This design comes from an exercise in tuning for small area, a short achievable clock period and few clock cycles per item on the open sky130 flow, not from production work.
Where RTL was checked, it was by simulation tests only, not by an equivalence proof against the original.
The RTL of run 2 was laid out without a check of its function.
Power and IR drop assume default switching activity.

==> flow/design.v, too long to show whole: its modules and the start of the top module <==
// module multiplier: 1435 lines
// module mult_and2: 3 lines
// module mult_cb: 3 lines
// module mult_fa: 4 lines
// module mult_gc: 3 lines
// module mult_ha: 4 lines
// module mult_one: 3 lines
// module mult_or2: 3 lines
// module mult_pp: 3 lines
// module mult_pps: 3 lines
// module mult_two: 3 lines
// module mult_xnor: 3 lines
// module mult_xor: 3 lines
// module mult_y: 3 lines
module multiplier(
	input logic clk,
	input logic rst,
	input logic start_flag,
	input logic[15:0] a,
	input logic[15:0] b,
	output logic[31:0] result,
	output logic status
	);
  // ...
==> flow/flow/run.sh <==
#!/bin/bash
set -euo pipefail
cd "$(dirname "$0")/.."
export BUFFER_PORTS_ARGS="-buffer_cell sky130_fd_sc_hd__buf_2"
bash standard.sh > make.log 2>&1
==> flow/standard.sh <==
#!/bin/bash
# synth_recipe.tcl (not shown) runs the flow's synth.tcl, then flattens the netlist and writes it again
# the make line also repeats each setting of config.mk as NAME=value (left out here)
make -C /OpenROAD-flow-scripts/flow DESIGN_CONFIG=/design/flow/config.mk WORK_HOME=/design/flow/orfs CLKGATE_MAP_FILE= SYNTH_SCRIPT=/design/flow/synth_recipe.tcl "${@:-finish}"
==> flow/config.mk <==
export PLATFORM = sky130hd
export DESIGN_NAME = multiplier
export DESIGN_NICKNAME = multiplier
export VERILOG_FILES = /design/flow/design.v
export SDC_FILE = /design/flow/constraint.sdc
export NUM_CORES = 4
export LEC_CHECK = 0
export CAP_MARGIN = 20
export CORE_MARGIN = 2
export CORE_UTILIZATION = 40
export CTS_BUF_LIST = sky130_fd_sc_hd__clkbuf_2 sky130_fd_sc_hd__clkbuf_4
export GPL_TIMING_DRIVEN = 0
export SETUP_SLACK_MARGIN = 0.3
export SLEW_MARGIN = 20
export SYNTH_HIERARCHICAL = 1
==> flow/constraint.sdc <==
create_clock -name core_clock -period 4.0 [get_ports {clk}]
set_input_delay 0.8000 -clock core_clock [delete_from_list [all_inputs] [get_ports {clk}]]
set_output_delay 0.8000 -clock core_clock [all_outputs]
set_load 0.01 [all_outputs]
==> run_results.csv, run 1 <==
group,metric,value,unit
finish,n_all_buffers,121,
synth,async_flop_share,1.613,%
synth,synth_edf_count,0,
synth,avgSynthCellArea,11.25,sq um
clock_tree,cts_htree_levels,3,
placed_design,placedCellCount,948,
placed_design,placed_area,7996,sq um
clock_tree,cts_hold_repair.buffers,0,
grt,use_met3,3.349,%
setup_path,worstPathMaxFanout,4,
pwr,p_sw_share,40.68,%
route,wl_met1,8.041,mm
setup_path,cp_num_cells,11,
route,post_route_drc,0,
setup_path,arrival,2920,ps
finish,most-common-layout-cells,"158 x xor2_1, 128 x a22o_1, 87 x fa_1, 58 x dfxtp_1, 56 x buf_4",
route,finalWirelength,17.82,mm
timing,slew_hr,49.01,%
synth,yosysTopAreaCellShare,23.85,%
setup_path,timing_worst_setup_path_type,"register to output pin",
finish,inserted_diodes,1,
pwr,largestPowerGroup,"combinational logic",
die,num_io_pins,68,
timing,grt_setup_unrepaired,"true",
die,die_w,139.1,um
synth,post_synth_mux_area_share,0,%
run_status,result_of_the_run,"timing/DRC/antenna clean",
finish,area.growth.synth_to_final,18.45,%
synth,synth_compound_gate_area_share,23.75,%
synth,synthMostInstantiatedCell,"xor2_1",
route,drt-wirelength-per-cell,18.03,um
synth,synthesized_netlist_cell_count,649,
placed_design,place_hpwl,13.72,mm
synth,synth_top_cells_by_area,"fa_1 24%, xor2_1 20%, dfxtp_1 17%",
grt,global_route_overflow,0,
route,route.met2.wl,8.491,mm
finish,final_net_count,922,
placed_design,routabilityCongestion,0.8511,
finish,dominant-cell-class,"multi-input gates",
setup_path,critPathRequiredTime,3200,ps
Testbench counts, summed over its fixed seeds: cycles 1,608, items 1,600.
==> inputs of run 2 (changes only) <==
--- a/flow/design.v
+++ b/flow/design.v
@@ -686,46 +686,92 @@
 	logic pg1211;
 	logic pp21212;
 	logic pg1215;
 	logic pp21216;
 	logic pg1219;
 	logic pp21220;
 	logic pg1223;
 	logic pp21224;
-	logic sum1227;
-	logic sum1229;
-	logic sum1231;
-	logic sum1233;
-	logic sum1235;
-	logic sum1237;
-	logic sum1239;
-	logic sum1241;
-	logic sum1243;
-	logic sum1245;
-	logic sum1247;
-	logic sum1249;
-	logic sum1251;
-	logic sum1253;
-	logic sum1255;
-	logic sum1257;
-	logic sum1259;
-	logic sum1261;
-	logic sum1263;
-	logic sum1265;
-	logic sum1267;
-	logic sum1269;
-	logic sum1271;
-	logic sum1273;
-	logic sum1275;
-	logic sum1277;
-	logic sum1279;
-	logic sum1281;
-	logic sum1283;
-	logic sum1285;
+	logic pg1227;
+	logic pp21228;
+	logic pg1231;
+	logic pp21232;
+	logic pg1235;
+	logic pp21236;
+	logic pg1239;
+	logic pp21240;
+	logic pg1243;
+	logic pp21244;
+	logic pg1247;
+	logic pp21248;
+	logic pg1251;
+	logic pp21252;
+	logic pg1255;
+	logic pp21256;
+	logic pg1259;
+	logic pp21260;
+	logic pg1263;
+	logic pp21264;
+	logic pg1267;
+	logic pp21268;
+	logic pg1271;
+	logic pp21272;
+	logic pg1275;
+	logic pp21276;
+	logic pg1279;
+	logic pp21280;
+	logic pg1283;
+	logic pp21284;
+	logic pg1287;
+	logic pp21288;
+	logic pg1291;
+	logic pp21292;
+	logic pg1295;
+	logic pp21296;
+	logic pg1299;
+	logic pp21300;
+	logic pg1303;
+	logic pp21304;
+	logic pg1307;
+	logic pp21308;
+	logic pg1311;
+	logic pp21312;
+	logic pg1315;
+	logic pp21316;
+	logic sum1319;
+	logic sum1321;
+	logic sum1323;
+	logic sum1325;
+	logic sum1327;
+	logic sum1329;
+	logic sum1331;
+	logic sum1333;
+	logic sum1335;
+	logic sum1337;
+	logic sum1339;
+	logic sum1341;
+	logic sum1343;
+	logic sum1345;
+	logic sum1347;
+	logic sum1349;
+	logic sum1351;
+	logic sum1353;
+	logic sum1355;
+	logic sum1357;
+	logic sum1359;
+	logic sum1361;
+	logic sum1363;
+	logic sum1365;
+	logic sum1367;
+	logic sum1369;
+	logic sum1371;
+	logic sum1373;
+	logic sum1375;
+	logic sum1377;
 	logic q0_0;
 	logic q0_1;
 	logic q1_0;
 	logic q2_0;
 	logic q2_1;
 	logic q3_0;
 	logic q3_1;
 	logic q4_0;
@@ -1246,128 +1292,174 @@
 	mult_gc u1049 (.gh(c980), .ph(s979), .gl(c977), .g(pg1047));
 	mult_and2 u1050 (.a(s979), .b(s976), .y(pp21048));
 	mult_gc u1053 (.gh(c986), .ph(s985), .gl(c983), .g(pg1051));
 	mult_and2 u1054 (.a(s985), .b(s982), .y(pp21052));
 	mult_gc u1057 (.gh(c992), .ph(s991), .gl(c989), .g(pg1055));
 	mult_and2 u1058 (.a(s991), .b(s988), .y(pp21056));
 	mult_gc u1061 (.gh(c998), .ph(s997), .gl(c995), .g(pg1059));
 	mult_and2 u1062 (.a(s997), .b(s994), .y(pp21060));
-	mult_gc u1065 (.gh(pg1007), .ph(pp21008), .gl(pg1003), .g(pg1063));
-	mult_and2 u1066 (.a(pp21008), .b(pp21004), .y(pp21064));
-	mult_gc u1069 (.gh(pg1015), .ph(pp21016), .gl(pg1011), .g(pg1067));
-	mult_and2 u1070 (.a(pp21016), .b(pp21012), .y(pp21068));
-	mult_gc u1073 (.gh(pg1023), .ph(pp21024), .gl(pg1019), .g(pg1071));
-	mult_and2 u1074 (.a(pp21024), .b(pp21020), .y(pp21072));
-	mult_gc u1077 (.gh(pg1031), .ph(pp21032), .gl(pg1027), .g(pg1075));
-	mult_and2 u1078 (.a(pp21032), .b(pp21028), .y(pp21076));
-	mult_gc u1081 (.gh(pg1039), .ph(pp21040), .gl(pg1035), .g(pg1079));
-	mult_and2 u1082 (.a(pp21040), .b(pp21036), .y(pp21080));
-	mult_gc u1085 (.gh(pg1047), .ph(pp21048), .gl(pg1043), .g(pg1083));
-	mult_and2 u1086 (.a(pp21048), .b(pp21044), .y(pp21084));
-	mult_gc u1089 (.gh(pg1055), .ph(pp21056), .gl(pg1051), .g(pg1087));
-	mult_and2 u1090 (.a(pp21056), .b(pp21052), .y(pp21088));
-	mult_gc u1093 (.gh(c1001), .ph(s1000), .gl(pg1059), .g(pg1091));
-	mult_and2 u1094 (.a(s1000), .b(pp21060), .y(pp21092));
-	mult_gc u1097 (.gh(pg1067), .ph(pp21068), .gl(pg1063), .g(pg1095));
-	mult_and2 u1098 (.a(pp21068), .b(pp21064), .y(pp21096));
-	mult_gc u1101 (.gh(pg1075), .ph(pp21076), .gl(pg1071), .g(pg1099));
-	mult_and2 u1102 (.a(pp21076), .b(pp21072), .y(pp21100));
-	mult_gc u1105 (.gh(pg1083), .ph(pp21084), .gl(pg1079), .g(pg1103));
-	mult_and2 u1106 (.a(pp21084), .b(pp21080), .y(pp21104));
-	mult_gc u1109 (.gh(pg1091), .ph(pp21092), .gl(pg1087), .g(pg1107));
-	mult_and2 u1110 (.a(pp21092), .b(pp21088), .y(pp21108));
-	mult_gc u1113 (.gh(pg1099), .ph(pp21100), .gl(pg1095), .g(pg1111));
-	mult_and2 u1114 (.a(pp21100), .b(pp21096), .y(pp21112));
-	mult_gc u1117 (.gh(pg1107), .ph(pp21108), .gl(pg1103), .g(pg1115));
-	mult_and2 u1118 (.a(pp21108), .b(pp21104), .y(pp21116));
-	mult_gc u1121 (.gh(pg1115), .ph(pp21116), .gl(pg1111), .g(pg1119));
-	mult_and2 u1122 (.a(pp21116), .b(pp21112), .y(pp21120));
-	mult_gc u1125 (.gh(pg1103), .ph(pp21104), .gl(pg1111), .g(pg1123));
-	mult_and2 u1126 (.a(pp21104), .b(pp21112), .y(pp21124));
-	mult_gc u1129 (.gh(pg1071), .ph(pp21072), .gl(pg1095), .g(pg1127));
-	mult_and2 u1130 (.a(pp21072), .b(pp21096), .y(pp21128));
-	mult_gc u1133 (.gh(pg1079), .ph(pp21080), .gl(pg1111), .g(pg1131));
-	mult_and2 u1134 (.a(pp21080), .b(pp21112), .y(pp21132));
-	mult_gc u1137 (.gh(pg1087), .ph(pp21088), .gl(pg1123), .g(pg1135));
-	mult_and2 u1138 (.a(pp21088), .b(pp21124), .y(pp21136));
-	mult_gc u1141 (.gh(pg1011), .ph(pp21012), .gl(pg1063), .g(pg1139));
-	mult_and2 u1142 (.a(pp21012), .b(pp21064), .y(pp21140));
-	mult_gc u1145 (.gh(pg1019), .ph(pp21020), .gl(pg1095), .g(pg1143));
-	mult_and2 u1146 (.a(pp21020), .b(pp21096), .y(pp21144));
-	mult_gc u1149 (.gh(pg1027), .ph(pp21028), .gl(pg1127), .g(pg1147));
-	mult_and2 u1150 (.a(pp21028), .b(pp21128), .y(pp21148));
-	mult_gc u1153 (.gh(pg1035), .ph(pp21036), .gl(pg1111), .g(pg1151));
-	mult_and2 u1154 (.a(pp21036), .b(pp21112), .y(pp21152));
-	mult_gc u1157 (.gh(pg1043), .ph(pp21044), .gl(pg1131), .g(pg1155));
-	mult_and2 u1158 (.a(pp21044), .b(pp21132), .y(pp21156));
-	mult_gc u1161 (.gh(pg1051), .ph(pp21052), .gl(pg1123), .g(pg1159));
-	mult_and2 u1162 (.a(pp21052), .b(pp21124), .y(pp21160));
-	mult_gc u1165 (.gh(pg1059), .ph(pp21060), .gl(pg1135), .g(pg1163));
-	mult_and2 u1166 (.a(pp21060), .b(pp21136), .y(pp21164));
-	mult_gc u1169 (.gh(c917), .ph(s916), .gl(pg1003), .g(pg1167));
-	mult_and2 u1170 (.a(s916), .b(pp21004), .y(pp21168));
-	mult_gc u1173 (.gh(c923), .ph(s922), .gl(pg1063), .g(pg1171));
-	mult_and2 u1174 (.a(s922), .b(pp21064), .y(pp21172));
-	mult_gc u1177 (.gh(c929), .ph(s928), .gl(pg1139), .g(pg1175));
-	mult_and2 u1178 (.a(s928), .b(pp21140), .y(pp21176));
-	mult_gc u1181 (.gh(c935), .ph(s934), .gl(pg1095), .g(pg1179));
-	mult_and2 u1182 (.a(s934), .b(pp21096), .y(pp21180));
-	mult_gc u1185 (.gh(c941), .ph(s940), .gl(pg1143), .g(pg1183));
-	mult_and2 u1186 (.a(s940), .b(pp21144), .y(pp21184));
-	mult_gc u1189 (.gh(c947), .ph(s946), .gl(pg1127), .g(pg1187));
-	mult_and2 u1190 (.a(s946), .b(pp21128), .y(pp21188));
-	mult_gc u1193 (.gh(c953), .ph(s952), .gl(pg1147), .g(pg1191));
-	mult_and2 u1194 (.a(s952), .b(pp21148), .y(pp21192));
-	mult_gc u1197 (.gh(c959), .ph(s958), .gl(pg1111), .g(pg1195));
-	mult_and2 u1198 (.a(s958), .b(pp21112), .y(pp21196));
-	mult_gc u1201 (.gh(c965), .ph(s964), .gl(pg1151), .g(pg1199));
-	mult_and2 u1202 (.a(s964), .b(pp21152), .y(pp21200));
-	mult_gc u1205 (.gh(c971), .ph(s970), .gl(pg1131), .g(pg1203));
-	mult_and2 u1206 (.a(s970), .b(pp21132), .y(pp21204));
-	mult_gc u1209 (.gh(c977), .ph(s976), .gl(pg1155), .g(pg1207));
-	mult_and2 u1210 (.a(s976), .b(pp21156), .y(pp21208));
-	mult_gc u1213 (.gh(c983), .ph(s982), .gl(pg1123), .g(pg1211));
-	mult_and2 u1214 (.a(s982), .b(pp21124), .y(pp21212));
-	mult_gc u1217 (.gh(c989), .ph(s988), .gl(pg1159), .g(pg1215));
-	mult_and2 u1218 (.a(s988), .b(pp21160), .y(pp21216));
-	mult_gc u1221 (.gh(c995), .ph(s994), .gl(pg1135), .g(pg1219));
-	mult_and2 u1222 (.a(s994), .b(pp21136), .y(pp21220));
-	mult_gc u1225 (.gh(c1001), .ph(s1000), .gl(pg1163), .g(pg1223));
-	mult_and2 u1226 (.a(s1000), .b(pp21164), .y(pp21224));
-	mult_xor u1228 (.a(q1_0), .b(c914), .y(sum1227));
-	mult_xor u1230 (.a(s916), .b(pg1003), .y(sum1229));
-	mult_xor u1232 (.a(s919), .b(pg1167), .y(sum1231));
-	mult_xor u1234 (.a(s922), .b(pg1063), .y(sum1233));
-	mult_xor u1236 (.a(s925), .b(pg1171), .y(sum1235));
-	mult_xor u1238 (.a(s928), .b(pg1139), .y(sum1237));
-	mult_xor u1240 (.a(s931), .b(pg1175), .y(sum1239));
-	mult_xor u1242 (.a(s934), .b(pg1095), .y(sum1241));
-	mult_xor u1244 (.a(s937), .b(pg1179), .y(sum1243));
-	mult_xor u1246 (.a(s940), .b(pg1143), .y(sum1245));
-	mult_xor u1248 (.a(s943), .b(pg1183), .y(sum1247));
-	mult_xor u1250 (.a(s946), .b(pg1127), .y(sum1249));
-	mult_xor u1252 (.a(s949), .b(pg1187), .y(sum1251));
-	mult_xor u1254 (.a(s952), .b(pg1147), .y(sum1253));
-	mult_xor u1256 (.a(s955), .b(pg1191), .y(sum1255));
-	mult_xor u1258 (.a(s958), .b(pg1111), .y(sum1257));
-	mult_xor u1260 (.a(s961), .b(pg1195), .y(sum1259));
-	mult_xor u1262 (.a(s964), .b(pg1151), .y(sum1261));
-	mult_xor u1264 (.a(s967), .b(pg1199), .y(sum1263));
-	mult_xor u1266 (.a(s970), .b(pg1131), .y(sum1265));
-	mult_xor u1268 (.a(s973), .b(pg1203), .y(sum1267));
-	mult_xor u1270 (.a(s976), .b(pg1155), .y(sum1269));
-	mult_xor u1272 (.a(s979), .b(pg1207), .y(sum1271));
-	mult_xor u1274 (.a(s982), .b(pg1123), .y(sum1273));
-	mult_xor u1276 (.a(s985), .b(pg1211), .y(sum1275));
-	mult_xor u1278 (.a(s988), .b(pg1159), .y(sum1277));
-	mult_xor u1280 (.a(s991), .b(pg1215), .y(sum1279));
-	mult_xor u1282 (.a(s994), .b(pg1135), .y(sum1281));
-	mult_xor u1284 (.a(s997), .b(pg1219), .y(sum1283));
-	mult_xor u1286 (.a(s1000), .b(pg1163), .y(sum1285));
+	mult_gc u1065 (.gh(c917), .ph(s916), .gl(pg1003), .g(pg1063));
+	mult_and2 u1066 (.a(s916), .b(pp21004), .y(pp21064));
+	mult_gc u1069 (.gh(pg1007), .ph(pp21008), .gl(pg1003), .g(pg1067));
+	mult_and2 u1070 (.a(pp21008), .b(pp21004), .y(pp21068));
+	mult_gc u1073 (.gh(c929), .ph(s928), .gl(pg1011), .g(pg1071));
+	mult_and2 u1074 (.a(s928), .b(pp21012), .y(pp21072));
+	mult_gc u1077 (.gh(pg1015), .ph(pp21016), .gl(pg1011), .g(pg1075));
+	mult_and2 u1078 (.a(pp21016), .b(pp21012), .y(pp21076));
+	mult_gc u1081 (.gh(c941), .ph(s940), .gl(pg1019), .g(pg1079));
+	mult_and2 u1082 (.a(s940), .b(pp21020), .y(pp21080));
+	mult_gc u1085 (.gh(pg1023), .ph(pp21024), .gl(pg1019), .g(pg1083));
+	mult_and2 u1086 (.a(pp21024), .b(pp21020), .y(pp21084));
+	mult_gc u1089 (.gh(c953), .ph(s952), .gl(pg1027), .g(pg1087));
+	mult_and2 u1090 (.a(s952), .b(pp21028), .y(pp21088));
+	mult_gc u1093 (.gh(pg1031), .ph(pp21032), .gl(pg1027), .g(pg1091));
+	mult_and2 u1094 (.a(pp21032), .b(pp21028), .y(pp21092));
+	mult_gc u1097 (.gh(c965), .ph(s964), .gl(pg1035), .g(pg1095));
+	mult_and2 u1098 (.a(s964), .b(pp21036), .y(pp21096));
+	mult_gc u1101 (.gh(pg1039), .ph(pp21040), .gl(pg1035), .g(pg1099));
+	mult_and2 u1102 (.a(pp21040), .b(pp21036), .y(pp21100));
+	mult_gc u1105 (.gh(c977), .ph(s976), .gl(pg1043), .g(pg1103));
+	mult_and2 u1106 (.a(s976), .b(pp21044), .y(pp21104));
+	mult_gc u1109 (.gh(pg1047), .ph(pp21048), .gl(pg1043), .g(pg1107));
+	mult_and2 u1110 (.a(pp21048), .b(pp21044), .y(pp21108));
+	mult_gc u1113 (.gh(c989), .ph(s988), .gl(pg1051), .g(pg1111));
+	mult_and2 u1114 (.a(s988), .b(pp21052), .y(pp21112));
+	mult_gc u1117 (.gh(pg1055), .ph(pp21056), .gl(pg1051), .g(pg1115));
+	mult_and2 u1118 (.a(pp21056), .b(pp21052), .y(pp21116));
+	mult_gc u1121 (.gh(c1001), .ph(s1000), .gl(pg1059), .g(pg1119));
+	mult_and2 u1122 (.a(s1000), .b(pp21060), .y(pp21120));
+	mult_gc u1125 (.gh(c1001), .ph(s1000), .gl(pg1059), .g(pg1123));
+	mult_and2 u1126 (.a(s1000), .b(pp21060), .y(pp21124));
+	mult_gc u1129 (.gh(c923), .ph(s922), .gl(pg1067), .g(pg1127));
+	mult_and2 u1130 (.a(s922), .b(pp21068), .y(pp21128));
+	mult_gc u1133 (.gh(pg1011), .ph(pp21012), .gl(pg1067), .g(pg1131));
+	mult_and2 u1134 (.a(pp21012), .b(pp21068), .y(pp21132));
+	mult_gc u1137 (.gh(pg1071), .ph(pp21072), .gl(pg1067), .g(pg1135));
+	mult_and2 u1138 (.a(pp21072), .b(pp21068), .y(pp21136));
+	mult_gc u1141 (.gh(pg1075), .ph(pp21076), .gl(pg1067), .g(pg1139));
+	mult_and2 u1142 (.a(pp21076), .b(pp21068), .y(pp21140));
+	mult_gc u1145 (.gh(c947), .ph(s946), .gl(pg1083), .g(pg1143));
+	mult_and2 u1146 (.a(s946), .b(pp21084), .y(pp21144));
+	mult_gc u1149 (.gh(pg1027), .ph(pp21028), .gl(pg1083), .g(pg1147));
+	mult_and2 u1150 (.a(pp21028), .b(pp21084), .y(pp21148));
+	mult_gc u1153 (.gh(pg1087), .ph(pp21088), .gl(pg1083), .g(pg1151));
+	mult_and2 u1154 (.a(pp21088), .b(pp21084), .y(pp21152));
+	mult_gc u1157 (.gh(pg1091), .ph(pp21092), .gl(pg1083), .g(pg1155));
+	mult_and2 u1158 (.a(pp21092), .b(pp21084), .y(pp21156));
+	mult_gc u1161 (.gh(c971), .ph(s970), .gl(pg1099), .g(pg1159));
+	mult_and2 u1162 (.a(s970), .b(pp21100), .y(pp21160));
+	mult_gc u1165 (.gh(pg1043), .ph(pp21044), .gl(pg1099), .g(pg1163));
+	mult_and2 u1166 (.a(pp21044), .b(pp21100), .y(pp21164));
+	mult_gc u1169 (.gh(pg1103), .ph(pp21104), .gl(pg1099), .g(pg1167));
+	mult_and2 u1170 (.a(pp21104), .b(pp21100), .y(pp21168));
+	mult_gc u1173 (.gh(pg1107), .ph(pp21108), .gl(pg1099), .g(pg1171));
+	mult_and2 u1174 (.a(pp21108), .b(pp21100), .y(pp21172));
+	mult_gc u1177 (.gh(c995), .ph(s994), .gl(pg1115), .g(pg1175));
+	mult_and2 u1178 (.a(s994), .b(pp21116), .y(pp21176));
+	mult_gc u1181 (.gh(pg1059), .ph(pp21060), .gl(pg1115), .g(pg1179));
+	mult_and2 u1182 (.a(pp21060), .b(pp21116), .y(pp21180));
+	mult_gc u1185 (.gh(pg1119), .ph(pp21120), .gl(pg1115), .g(pg1183));
+	mult_and2 u1186 (.a(pp21120), .b(pp21116), .y(pp21184));
+	mult_gc u1189 (.gh(pg1123), .ph(pp21124), .gl(pg1115), .g(pg1187));
+	mult_and2 u1190 (.a(pp21124), .b(pp21116), .y(pp21188));
+	mult_gc u1193 (.gh(c935), .ph(s934), .gl(pg1139), .g(pg1191));
+	mult_and2 u1194 (.a(s934), .b(pp21140), .y(pp21192));
+	mult_gc u1197 (.gh(pg1019), .ph(pp21020), .gl(pg1139), .g(pg1195));
+	mult_and2 u1198 (.a(pp21020), .b(pp21140), .y(pp21196));
+	mult_gc u1201 (.gh(pg1079), .ph(pp21080), .gl(pg1139), .g(pg1199));
+	mult_and2 u1202 (.a(pp21080), .b(pp21140), .y(pp21200));
+	mult_gc u1205 (.gh(pg1083), .ph(pp21084), .gl(pg1139), .g(pg1203));
+	mult_and2 u1206 (.a(pp21084), .b(pp21140), .y(pp21204));
+	mult_gc u1209 (.gh(pg1143), .ph(pp21144), .gl(pg1139), .g(pg1207));
+	mult_and2 u1210 (.a(pp21144), .b(pp21140), .y(pp21208));
+	mult_gc u1213 (.gh(pg1147), .ph(pp21148), .gl(pg1139), .g(pg1211));
+	mult_and2 u1214 (.a(pp21148), .b(pp21140), .y(pp21212));
+	mult_gc u1217 (.gh(pg1151), .ph(pp21152), .gl(pg1139), .g(pg1215));
+	mult_and2 u1218 (.a(pp21152), .b(pp21140), .y(pp21216));
+	mult_gc u1221 (.gh(pg1155), .ph(pp21156), .gl(pg1139), .g(pg1219));
+	mult_and2 u1222 (.a(pp21156), .b(pp21140), .y(pp21220));
+	mult_gc u1225 (.gh(c983), .ph(s982), .gl(pg1171), .g(pg1223));
+	mult_and2 u1226 (.a(s982), .b(pp21172), .y(pp21224));
+	mult_gc u1229 (.gh(pg1051), .ph(pp21052), .gl(pg1171), .g(pg1227));
+	mult_and2 u1230 (.a(pp21052), .b(pp21172), .y(pp21228));
+	mult_gc u1233 (.gh(pg1111), .ph(pp21112), .gl(pg1171), .g(pg1231));
+	mult_and2 u1234 (.a(pp21112), .b(pp21172), .y(pp21232));
+	mult_gc u1237 (.gh(pg1115), .ph(pp21116), .gl(pg1171), .g(pg1235));
+	mult_and2 u1238 (.a(pp21116), .b(pp21172), .y(pp21236));
+	mult_gc u1241 (.gh(pg1175), .ph(pp21176), .gl(pg1171), .g(pg1239));
+	mult_and2 u1242 (.a(pp21176), .b(pp21172), .y(pp21240));
+	mult_gc u1245 (.gh(pg1179), .ph(pp21180), .gl(pg1171), .g(pg1243));
+	mult_and2 u1246 (.a(pp21180), .b(pp21172), .y(pp21244));
+	mult_gc u1249 (.gh(pg1183), .ph(pp21184), .gl(pg1171), .g(pg1247));
+	mult_and2 u1250 (.a(pp21184), .b(pp21172), .y(pp21248));
+	mult_gc u1253 (.gh(pg1187), .ph(pp21188), .gl(pg1171), .g(pg1251));
+	mult_and2 u1254 (.a(pp21188), .b(pp21172), .y(pp21252));
+	mult_gc u1257 (.gh(c959), .ph(s958), .gl(pg1219), .g(pg1255));
+	mult_and2 u1258 (.a(s958), .b(pp21220), .y(pp21256));
+	mult_gc u1261 (.gh(pg1035), .ph(pp21036), .gl(pg1219), .g(pg1259));
+	mult_and2 u1262 (.a(pp21036), .b(pp21220), .y(pp21260));
+	mult_gc u1265 (.gh(pg1095), .ph(pp21096), .gl(pg1219), .g(pg1263));
+	mult_and2 u1266 (.a(pp21096), .b(pp21220), .y(pp21264));
+	mult_gc u1269 (.gh(pg1099), .ph(pp21100), .gl(pg1219), .g(pg1267));
+	mult_and2 u1270 (.a(pp21100), .b(pp21220), .y(pp21268));
+	mult_gc u1273 (.gh(pg1159), .ph(pp21160), .gl(pg1219), .g(pg1271));
+	mult_and2 u1274 (.a(pp21160), .b(pp21220), .y(pp21272));
+	mult_gc u1277 (.gh(pg1163), .ph(pp21164), .gl(pg1219), .g(pg1275));
+	mult_and2 u1278 (.a(pp21164), .b(pp21220), .y(pp21276));
+	mult_gc u1281 (.gh(pg1167), .ph(pp21168), .gl(pg1219), .g(pg1279));
+	mult_and2 u1282 (.a(pp21168), .b(pp21220), .y(pp21280));
+	mult_gc u1285 (.gh(pg1171), .ph(pp21172), .gl(pg1219), .g(pg1283));
+	mult_and2 u1286 (.a(pp21172), .b(pp21220), .y(pp21284));
+	mult_gc u1289 (.gh(pg1223), .ph(pp21224), .gl(pg1219), .g(pg1287));
+	mult_and2 u1290 (.a(pp21224), .b(pp21220), .y(pp21288));
+	mult_gc u1293 (.gh(pg1227), .ph(pp21228), .gl(pg1219), .g(pg1291));
+	mult_and2 u1294 (.a(pp21228), .b(pp21220), .y(pp21292));
+	mult_gc u1297 (.gh(pg1231), .ph(pp21232), .gl(pg1219), .g(pg1295));
+	mult_and2 u1298 (.a(pp21232), .b(pp21220), .y(pp21296));
+	mult_gc u1301 (.gh(pg1235), .ph(pp21236), .gl(pg1219), .g(pg1299));
+	mult_and2 u1302 (.a(pp21236), .b(pp21220), .y(pp21300));
+	mult_gc u1305 (.gh(pg1239), .ph(pp21240), .gl(pg1219), .g(pg1303));
+	mult_and2 u1306 (.a(pp21240), .b(pp21220), .y(pp21304));
+	mult_gc u1309 (.gh(pg1243), .ph(pp21244), .gl(pg1219), .g(pg1307));
+	mult_and2 u1310 (.a(pp21244), .b(pp21220), .y(pp21308));
+	mult_gc u1313 (.gh(pg1247), .ph(pp21248), .gl(pg1219), .g(pg1311));
+	mult_and2 u1314 (.a(pp21248), .b(pp21220), .y(pp21312));
+	mult_gc u1317 (.gh(pg1251), .ph(pp21252), .gl(pg1219), .g(pg1315));
+	mult_and2 u1318 (.a(pp21252), .b(pp21220), .y(pp21316));
+	mult_xor u1320 (.a(q1_0), .b(c914), .y(sum1319));
+	mult_xor u1322 (.a(s916), .b(pg1003), .y(sum1321));
+	mult_xor u1324 (.a(s919), .b(pg1063), .y(sum1323));
+	mult_xor u1326 (.a(s922), .b(pg1067), .y(sum1325));
+	mult_xor u1328 (.a(s925), .b(pg1127), .y(sum1327));
+	mult_xor u1330 (.a(s928), .b(pg1131), .y(sum1329));
+	mult_xor u1332 (.a(s931), .b(pg1135), .y(sum1331));
+	mult_xor u1334 (.a(s934), .b(pg1139), .y(sum1333));
+	mult_xor u1336 (.a(s937), .b(pg1191), .y(sum1335));
+	mult_xor u1338 (.a(s940), .b(pg1195), .y(sum1337));
+	mult_xor u1340 (.a(s943), .b(pg1199), .y(sum1339));
+	mult_xor u1342 (.a(s946), .b(pg1203), .y(sum1341));
+	mult_xor u1344 (.a(s949), .b(pg1207), .y(sum1343));
+	mult_xor u1346 (.a(s952), .b(pg1211), .y(sum1345));
+	mult_xor u1348 (.a(s955), .b(pg1215), .y(sum1347));
+	mult_xor u1350 (.a(s958), .b(pg1219), .y(sum1349));
+	mult_xor u1352 (.a(s961), .b(pg1255), .y(sum1351));
+	mult_xor u1354 (.a(s964), .b(pg1259), .y(sum1353));
+	mult_xor u1356 (.a(s967), .b(pg1263), .y(sum1355));
+	mult_xor u1358 (.a(s970), .b(pg1267), .y(sum1357));
+	mult_xor u1360 (.a(s973), .b(pg1271), .y(sum1359));
+	mult_xor u1362 (.a(s976), .b(pg1275), .y(sum1361));
+	mult_xor u1364 (.a(s979), .b(pg1279), .y(sum1363));
+	mult_xor u1366 (.a(s982), .b(pg1283), .y(sum1365));
+	mult_xor u1368 (.a(s985), .b(pg1287), .y(sum1367));
+	mult_xor u1370 (.a(s988), .b(pg1291), .y(sum1369));
+	mult_xor u1372 (.a(s991), .b(pg1295), .y(sum1371));
+	mult_xor u1374 (.a(s994), .b(pg1299), .y(sum1373));
+	mult_xor u1376 (.a(s997), .b(pg1303), .y(sum1375));
+	mult_xor u1378 (.a(s1000), .b(pg1307), .y(sum1377));
 	always_ff @(posedge clk) begin
 		q0_0 <= cb3;
 		q0_1 <= pp39;
 		q1_0 <= pp41;
 		q2_0 <= s830;
 		q2_1 <= pp111;
 		q3_0 <= c831;
 		q3_1 <= s833;
@@ -1425,17 +1517,17 @@
 		q29_1 <= s911;
 		q30_0 <= c912;
 		q30_1 <= pp575;
 	end
 	always_ff @(posedge clk or negedge rst) begin
 		if(~rst) done <= 1'b0;
 		else done <= start_flag;
 	end
-	assign result = {~pg1223, sum1285, sum1283, sum1281, sum1279, sum1277, sum1275, sum1273, sum1271, sum1269, sum1267, sum1265, sum1263, sum1261, sum1259, sum1257, sum1255, sum1253, sum1251, sum1249, sum1247, sum1245, sum1243, sum1241, sum1239, sum1237, sum1235, sum1233, sum1231, sum1229, sum1227, s913};
+	assign result = {~pg1311, sum1377, sum1375, sum1373, sum1371, sum1369, sum1367, sum1365, sum1363, sum1361, sum1359, sum1357, sum1355, sum1353, sum1351, sum1349, sum1347, sum1345, sum1343, sum1341, sum1339, sum1337, sum1335, sum1333, sum1331, sum1329, sum1327, sum1325, sum1323, sum1321, sum1319, s913};
 	assign status = done;
 endmodule
 module mult_and2(input logic a, input logic b, output logic y);
 	assign y = a & b;
 endmodule
 module mult_cb(input logic b1, input logic b0, input logic bm, output logic cb);
 	assign cb = b1 & ~(b0 & bm);
 endmodule
==> flow/config.mk (replaced) <==
export PLATFORM = sky130hd
export DESIGN_NAME = multiplier
export DESIGN_NICKNAME = multiplier
export VERILOG_FILES = /design/flow/design.v
export SDC_FILE = /design/flow/constraint.sdc
export NUM_CORES = 4
export LEC_CHECK = 0
export CAP_MARGIN = 20
export CORE_MARGIN = 2
export CORE_UTILIZATION = 40
export GPL_TIMING_DRIVEN = 0
export SLEW_MARGIN = 20
export SYNTH_HIERARCHICAL = 1
==> run 2 against run 1 <==
  * Setup slack got worse by 110 ps
  * Sequential share of layout area fell by 0.21 points
  * Synthesized cell count rose by 7.1%
  * Total power rose by 4.8%
  * Via count rose by 3.2%
  * Global-route usage rose by 0.29 points
==> run_results.csv, run 2 <==
group,metric,value,unit
route,dr_total_vias,5595,
timing,slew_hr,51.27,%
timing,final-max-slew-violation-count,0,
synth,ys_ff_latch,62,
synth,synth_ff_type,"dfxtp_1",
finish,most-common-layout-cells,"159 x xor2_1, 128 x a22o_1, 87 x fa_1, 74 x a21o_1, 61 x dfxtp_1",
grt,grt_first_pass_wirelength,30.30,mm
grt,grt_util_all_layers,18.93,%
timing,final_cycle_utilization_of_the_critical_path,95.76,%
pwr,ir_drop,0.0003745,V
route,finalWirelength,18.18,mm
grt,antenna_found_initial,0,
setup_path,crit_path_largest_cell_delay,590,ps
setup_path,cp-start-kind,"input pin",
placed_design,placed_area,8304,sq um
clock_tree,tritoncts,"done",
grt,gr-max-usage-layer,"met2",
clock_tree,clock_buffer_count_from_cts,9,
pwr,p_sw_share,41.29,%
clock_tree,cts-root-to-sink-buffers,2,
setup_path,timing.critical_path.to_type,"register",
route,initialDrtViolationCount,243,
die,initial_standard_cell_utilization_of_the_core,40.74,%
synth,async_flop_share,1.613,%
finish,mostFrequentLayoutCell,"xor2_1",
timing,timing_hold_violations_final,0,
die,floorplan.rows,50,
timing,time_the_final_worst_path_needs_with_i_o_delays_and_setup,3830,ps
timing,setup-violations-final,0,
pwr,comb_power_share,73.4,%
die,die_w,142.0,um
die,num_io_pins,68,
placed_design,place_hpwl,14.54,mm
synth,synth_top_cells_by_count,"166 x xor2_1, 128 x a22o_1, 87 x fa_1, 74 x a21o_1, 61 x dfxtp_1",
pwr,power_density,749.8,nW/um^2
timing,setup-tns-final,0,ps
placed_design,placedCellCount,1000,
synth,synth_top_cells_by_area,"fa_1 23%, xor2_1 19%, dfxtp_1 16%",
die,fp.dieArea,20170,sq um
synth,synthMostInstantiatedCell,"xor2_1",
grt,use_met3,3.499,%
timing,tightest_slew,730.3,ps
timing,grt_setup_unrepaired,"false",
timing,fmax,0.2611,GHz
timing,timing.final.ws_setup,169.6,ps
finish,fin_cells,1016,
finish,inserted_diodes,0,
grt,gr-usage-met1,25.30,%
grt,gr-usage-met2,31.07,%
setup_path,timing.critical_path.mode_cell,"fa_1",
placed_design,post-place-ws,-665.2,ps
pwr,share_clk_of_total_power,11.4,%
synth,synth_warnings,7,
synth,yosysTopAreaCellShare,22.86,%
pwr,cellInternalPower,3.854,mW
finish,area.growth.synth_to_final,14.89,%
synth,synth_edf_count,0,
route,ant_nets,0,
finish,final_net_count,946,
synth,avgSynthCellArea,10.96,sq um
grt,grt_start_max_net_pins,25,
clock_tree,cts-root-buf,"clkbuf_16",
synth,synthesized_netlist_cell_count,695,
route,detail_route.vias_per_cell,5.507,
setup_path,worstPathMaxFanout,24,
run_status,result_of_the_run,"timing/DRC/antenna clean",
setup_path,crit_path_cell_trace,"clkbuf_4 > xor2_1 > buf_4 > a22o_1 > fa_1 > fa_1 > fa_1 > fa_1",
setup_path,critPathRequiredTime,4210,ps
synth,synth_sequential_area_ratio,16.35,%
synth,synth_largest_area_cell,"fa_1",
placed_design,routabilityCongestion,0.8778,
clock_tree,clock_sinks,62,
die,coreArea,18710,sq um
finish,filler_cell_count,1742,
timing,final.hold.worst_slack,219.9,ps
route,detail_route.first_pass.iterations,5,
finish,final_design_area_no_fill,8755,sq um
pwr,power.switching,2.710,mW
synth,synthDistinctLibCells,18,
setup_path,arrival,4040,ps
die,fp.dieH,142.0,um
finish,fraction_of_final_layout_cells_sized_beyond_drive_strength_1,17.52,%
clock_tree,cts_htree_levels,3,
setup_path,cp_slowest_cell,"fa_1",
clock_tree,worst_setup_hold_path_clk_slew,50,ps
pwr,share_of_power_burned_in_registers,15.2,%
flow_run,max_cap_violations,0,
grt,global_route_overflow,0,
synth,syn-cell-area,7620,sq um
worst_hold_path,class_of_the_worst_hold_path,"input pin to asynchronous set/reset pin",
pwr,p_leak,4.342,nW
placed_design,place.port_buffers,67,
clock_tree,cts_hold_repair.buffers,0,
grt,grt_pass1_vias,5916,
setup_path,timing_worst_setup_path_type,"input pin to register",
route,drt-wirelength-per-cell,17.89,um
route,post_route_drc,0,
run 2: cell count changes after synthesis:
cell,before,now
and2_1,23,46
a21o_1,51,74
run 2: layout make-up:
class,count,area [sq um],area share [%]
repair buffers,68,362.8,4.145
clock inverters,3,17.52,0.2001
plain buffers,31,232.7,2.658
inverters,5,18.77,0.2144
well taps,234,292.8,3.344
clock buffers,13,270.3,3.087
flip-flops and latches,62,1246,14.23
multi-input cells,600,6314,72.12
run 2: final timing paths:
kind                            start  endpoint  slack (ps)  depth (start not counted)
hold / removal                    rst      done         220                          1
max in group asynchronous         rst      done        3700                          1
min in group core_clock    start_flag      done         560                          1
setup / recovery                 b[5]     q18_1         170                          8
run 2: metrics by stage:
step / utilization [%] / power (mW)
2_1_floorplan: - / 4.560
3_3_place_gp: 44.15 / 5.732
3_5_place_dp: 44.39 / 5.857
4_1_cts: 46.65 / 6.665
5_1_grt: 46.80 / 7.239
6_report: 46.80 / 6.564
run 2: kinds of logic (layout without fill, tap and decap cells):
group,Yosys count,count (layout),synth area share (%)
other,1,4,0.04921
and+or+nand+nor,66,66,5.156
buffers and inverters,36,120,3.300
AOI/OAI and AO/OA,226,226,25.02
xor gates and xnor gates,170,170,19.54
DFF,62,62,16.35
adders and majority gates,134,134,30.57
run 2: critical path, delay by kind of cell:
family                   cells  cell delay (ps)
AO/OA/AOI/OAI                1              200
adder cells (fa/ha/maj)      4             1910
XOR/XNOR                     1              480
buffers and inverters        2              640
run 2: power by group through the flow:
| stage | logic (mW) | registers (mW) | clock network, mW |
|---|---|---|---|
| after detailed placement | 4.85 | 1.01 | 0 |
| after global placement | 4.73 | 1.01 | 0 |
| after global routing | 5.42 | 1.02 | 0.801 |
| after CTS | 4.89 | 1.00 | 0.772 |
| final | 4.82 | 0.996 | 0.750 |
| after floorplan | 3.58 | 0.985 | 0 |
run 2: repair_timing:
action | 4_1_cts | 5_1_grt
cloned | 0 | 0
resized for setup | 18 | 5
setup endpoints to repair | 19 | 16
setup buffers | 0 | 0
run 2: metal layers:
metal  part of all wire [%]  wire [um]
met1                     46       8378
met2                     48       8634
met3                    4.7        852
met4                    1.7        310
met5                      0          0
run 2: Yosys stat by module, one instance, submodules excluded, excerpt:
module / cells / flip-flops and latches
mult_y: 1 / 0
mult_fa: 1 / 0
mult_or2: 1 / 0
mult_ha: 1 / 0
mult_one: 1 / 0
mult_cb: 1 / 0
mult_pps: 1 / 0
mult_pp: 1 / 0
mult_two: 3 / 0
mult_gc: 1 / 0
mult_xor: 1 / 0
mult_and2: 1 / 0
mult_xnor: 1 / 0

-- re-timing with driven ports --
The results above use ideal ports. As a check the final layouts listed here were re-extracted and re-timed, cells and wires unchanged. Step 1 sets driving cells, clkbuf_16 on the clock port and buf_2 on the other inputs (assumed; they add their load-dependent delay and slew). Step 2 adds t to the input delays and takes it off the output delays; t is the mean of the earliest and latest rising clock arrival at the registers after step 1. Input paths then give back, and output paths get back, about the clock's delay inside the block. Slacks: ideal / step 1 / step 2; pairs: ideal / step 1.
run | shift t [ns] | setup slack, ns | worst setup path at the end
run 1 | 0.486 | 0.283 / 0.246 / -0.110 | input to register
run 2 | 0.384 | 0.170 / 0.180 / -0.203 | input to register
With both steps, setup timing fails in run 1 and run 2, where it was met with ideal ports. The setup slack of run 1, which loses most, moves by -0.037 ns with the drivers and by -0.393 ns with both steps.
